From an optimization exercise on the open Yosys and OpenROAD flow, aimed at small area; shortcuts taken in it are not production practice. Only simulation tests tie the RTL to the original design; equivalence was not proved. Power figures rest on the tool's default switching activity, not on a simulated workload.

==> module game, before the edit <==
module game(
    input wire [1:0] mode,
    input wire CLK,  
    input wire rst,  
    input wire [7:0] keycode,  
    input wire switch,
    input wire animate,  
    input wire [9:0] x,  
    input wire [8:0] y,  
    output reg [3:0] VGA_R,  
    output reg [3:0] VGA_G,  
    output reg [3:0] VGA_B,  
    output wire [2:0] endgame,  
    output wire [8:0] lives1,lives2
    );
    function automatic lt12(input [11:0] a, input [11:0] b);
        integer i; reg r;
        begin
            r = 1'b0;
            for (i = 0; i < 12; i = i + 1)
                r = (~a[i] & b[i]) | (~(a[i] & ~b[i]) & r);
            lt12 = r;
        end
    endfunction
    function automatic [11:0] addsub12(input [11:0] a, input [11:0] c, input up);
        integer i; reg k; reg [11:0] z;
        begin
            z = a ^ {12{~up}};
            k = 1'b0;
            for (i = 0; i < 12; i = i + 1) begin
                addsub12[i] = a[i] ^ c[i] ^ k;
                k = (z[i] & c[i]) | (k & (z[i] | c[i]));
            end
        end
    endfunction
    wire mode_nz = |mode;
    reg par;
    always @(posedge CLK) par <= rst ? 1'b0 : ~par;
    wire hold = endgame[0] | ~mode_nz;
    wire strobe = animate & ~hold;
    reg moved;
    always @(posedge CLK) moved <= rst ? 1'b0 : strobe;
    wire [7:0] h1, h2;       
    rocket #(.K_DOWN(8'h1B), .K_UP(8'h1D), .K_STOP(8'h1C)) R1(
        .i_clk(CLK), .rst(rst), .hold(hold), .strobe(strobe), .moved(moved),
        .keycode(keycode), .h(h1));
    rocket #(.K_DOWN(8'h72), .K_UP(8'h75), .K_STOP(8'h6B)) R2(
        .i_clk(CLK), .rst(rst), .hold(hold), .strobe(strobe), .moved(moved),
        .keycode(keycode), .h(h2));
    wire [11:0] p1lo = addsub12(h1, 12'd20, 1'b0), p1hi = addsub12(h1, 12'd20, 1'b1);
    wire [11:0] p2lo = addsub12(h2, 12'd20, 1'b0), p2hi = addsub12(h2, 12'd20, 1'b1);
    wire p1neg = lt12(h1, 12'd20), p2neg = lt12(h2, 12'd20);
    wire com = keycode[1] | keycode[0];
    wire [11:0] b0x, b1x;
    wire [9:0] b2x;
    wire [8:0] b0y, b1y, b2y;
    wire [8:0] l1A, l2A, unusedB1, unusedB2;
    ball #(.KIND(0), .IX(300), .XW(12)) b0(
        .i_clk(CLK), .rst(rst), .toggle(~switch), .mode_nz(mode_nz), .animate(animate),
        .com(com), .par(par), .p1lo(p1lo[7:0]), .p1hi(p1hi[7:0]), .p1neg(p1neg),
        .p2lo(p2lo[7:0]), .p2hi(p2hi[7:0]), .p2neg(p2neg),
        .x(b0x), .y(b0y), .endgame(endgame[0]), .livesA(lives1), .livesB(lives2));
    ball #(.KIND(1), .IX(300), .XW(12)) b1(
        .i_clk(CLK), .rst(rst), .toggle(switch), .mode_nz(mode_nz), .animate(animate),
        .com(com), .par(par), .p1lo(p1lo[7:0]), .p1hi(p1hi[7:0]), .p1neg(p1neg),
        .p2lo(p2lo[7:0]), .p2hi(p2hi[7:0]), .p2neg(p2neg),
        .x(b1x), .y(b1y), .endgame(endgame[1]), .livesA(l1A), .livesB(unusedB1));
    ball #(.KIND(2), .IX(340), .XW(10)) b2(
        .i_clk(CLK), .rst(rst), .toggle(switch), .mode_nz(mode_nz), .animate(animate),
        .com(com), .par(par), .p1lo(p1lo[7:0]), .p1hi(p1hi[7:0]), .p1neg(p1neg),
        .p2lo(p2lo[7:0]), .p2hi(p2hi[7:0]), .p2neg(p2neg),
        .x(b2x), .y(b2y), .endgame(endgame[2]), .livesA(l2A), .livesB(unusedB2));
    wire [11:0] PX = x, PY = y;
    wire [11:0] pxp9 = addsub12(PX, 12'd9, 1'b1), pxm9 = addsub12(PX, 12'd9, 1'b0);
    wire [11:0] pyp9 = addsub12(PY, 12'd9, 1'b1), pym9 = addsub12(PY, 12'd9, 1'b0);
    wire px_lt9 = lt12(PX, 12'd9), py_lt9 = lt12(PY, 12'd9);
    function automatic ball_at(input [11:0] bx, input [11:0] by,
                               input [11:0] xp, input [11:0] xm, input xlt,
                               input [11:0] yp, input [11:0] ym, input ylt);
        ball_at = ~lt12(bx, 12'd10) & ~lt12(xp, bx) & (xlt | ~lt12(bx, xm)) &
                  ~lt12(by, 12'd10) & ~lt12(yp, by) & (ylt | ~lt12(by, ym));
    endfunction
    wire [11:0] pya = addsub12(PY, 12'd29, 1'b1) >> 1;    
    wire [11:0] pyb = addsub12(PY, 12'd28, 1'b0) >> 1;    
    wire py_lt28 = lt12(PY, 12'd28);
    wire pad1_y = ~lt12(pya, h1) & (py_lt28 | ~lt12(h1, pyb));
    wire pad2_y = ~lt12(pya, h2) & (py_lt28 | ~lt12(h2, pyb));
    wire sq_a = ball_at(b0x, b0y, pxp9, pxm9, px_lt9, pyp9, pym9, py_lt9) & ~switch;
    wire sq_b = ~lt12(PX, 12'd1) & lt12(PX, 12'd20) & pad1_y;
    wire sq_c = ~lt12(PX, 12'd621) & lt12(PX, 12'd640) & pad2_y;
    wire sq_d = ~lt12(PX, 12'd311) & lt12(PX, 12'd330) & ~lt12(PY, 12'd1) & lt12(PY, 12'd480);
    wire sq_e = ball_at(b1x, b1y, pxp9, pxm9, px_lt9, pyp9, pym9, py_lt9) & switch;
    wire sq_f = ball_at(b2x, b2y, pxp9, pxm9, px_lt9, pyp9, pym9, py_lt9) & switch;
    wire draw = sq_a | sq_b | sq_c | (sq_d & switch) | sq_e | sq_f;
    always @(posedge CLK)
    if (rst)
        {VGA_R, VGA_G, VGA_B} <= 12'd0;
    else
    begin
        VGA_R <= {4{draw & (mode == 2'b00)}};
        VGA_G <= {4{draw & (mode == 2'b01)}};
        VGA_B <= {4{draw & (mode == 2'b10)}};
    end
endmodule
==> flow/config.mk <==
export PLATFORM = sky130hd
export DESIGN_NAME = game
export DESIGN_NICKNAME = game
export VERILOG_FILES = /design/flow/design.v
export SDC_FILE = /design/flow/constraint.sdc
export NUM_CORES = 4
export LEC_CHECK = 0
export ABC_AREA = 1
export CAP_MARGIN = 20
export CORE_MARGIN = 2
export CORE_UTILIZATION = 40
export SLEW_MARGIN = 20
==> flow/constraint.sdc <==
create_clock -name core_clock -period 10.0 [get_ports {CLK}]
set_input_delay 2.0000 -clock core_clock [delete_from_list [all_inputs] [get_ports {CLK}]]
set_output_delay 2.0000 -clock core_clock [all_outputs]
set_load 0.01 [all_outputs]
run.sh (not shown) runs the stock make flow with config.mk's settings and CLKGATE_MAP_FILE= SYNTH_SCRIPT=/design/flow/synth_recipe.tcl, a recipe that flattens the netlist after the stock synthesis.
Then changed:
--- a/flow/design.v
+++ b/flow/design.v
@@ -343,13 +343,14 @@
     wire py_lt28 = lt12(PY, 12'd28);
     wire pad1_y = ~lt12(pya, h1) & (py_lt28 | ~lt12(h1, pyb));
     wire pad2_y = ~lt12(pya, h2) & (py_lt28 | ~lt12(h2, pyb));
-    wire sq_a = ball_at(b0x, b0y, pxp9, pxm9, px_lt9, pyp9, pym9, py_lt9) & ~switch;
+    wire [11:0] bax = switch ? b1x : b0x;
+    wire [8:0]  bay = switch ? b1y : b0y;
+    wire sq_ae = ball_at(bax, bay, pxp9, pxm9, px_lt9, pyp9, pym9, py_lt9);
     wire sq_b = ~lt12(PX, 12'd1) & lt12(PX, 12'd20) & pad1_y;
     wire sq_c = ~lt12(PX, 12'd621) & lt12(PX, 12'd640) & pad2_y;
     wire sq_d = ~lt12(PX, 12'd311) & lt12(PX, 12'd330) & ~lt12(PY, 12'd1) & lt12(PY, 12'd480);
-    wire sq_e = ball_at(b1x, b1y, pxp9, pxm9, px_lt9, pyp9, pym9, py_lt9) & switch;
     wire sq_f = ball_at(b2x, b2y, pxp9, pxm9, px_lt9, pyp9, pym9, py_lt9) & switch;
-    wire draw = sq_a | sq_b | sq_c | (sq_d & switch) | sq_e | sq_f;
+    wire draw = sq_ae | sq_b | sq_c | (sq_d & switch) | sq_f;
     always @(posedge CLK)
     if (rst)
         {VGA_R, VGA_G, VGA_B} <= 12'd0;
Effect: Utilization went down by 0.34 points; wire length went down by 5.1%; cell area went down by 0.52%; flip-flop and latch count is unchanged; hold slack improved by 3.2 ps; clock skew went down by 23 ps; total power went down by 4.7%; global-route usage went down by 1.6 points; non-clock buffer count does not change; cell count went down by 0.36%; via count went down by 2.0%; die area is about the same; synthesized cell count went down by 0.54%.

-- port drivers added, routing unchanged --
The flow's constraints put no driver on any port. The routed layouts listed below were extracted and timed again, unchanged, in two steps.
Step 1, drivers: a clkbuf_16 drives CLK and a buf_2 each remaining input, both assumed.
Step 2 also shifts input and output timing later by t, the mid clock arrival at the registers, as if the neighbouring blocks saw the same clock.
Slacks: ideal ports / drivers / drivers and shift; pairs: ideal ports / drivers.
run | t, ns | slack for setup (ns) | worst data-port slew with drivers (ns)
the first run | 0.613 | 5.097 / 5.123 / 4.510 | 0.06
the second run | 0.602 | 4.970 / 4.992 / 4.390 | 0.05
After both steps every run listed still meets setup and hold. For the first run, which loses most, drivers alone change the setup slack by +0.026 ns; drivers and shift together by -0.587 ns.
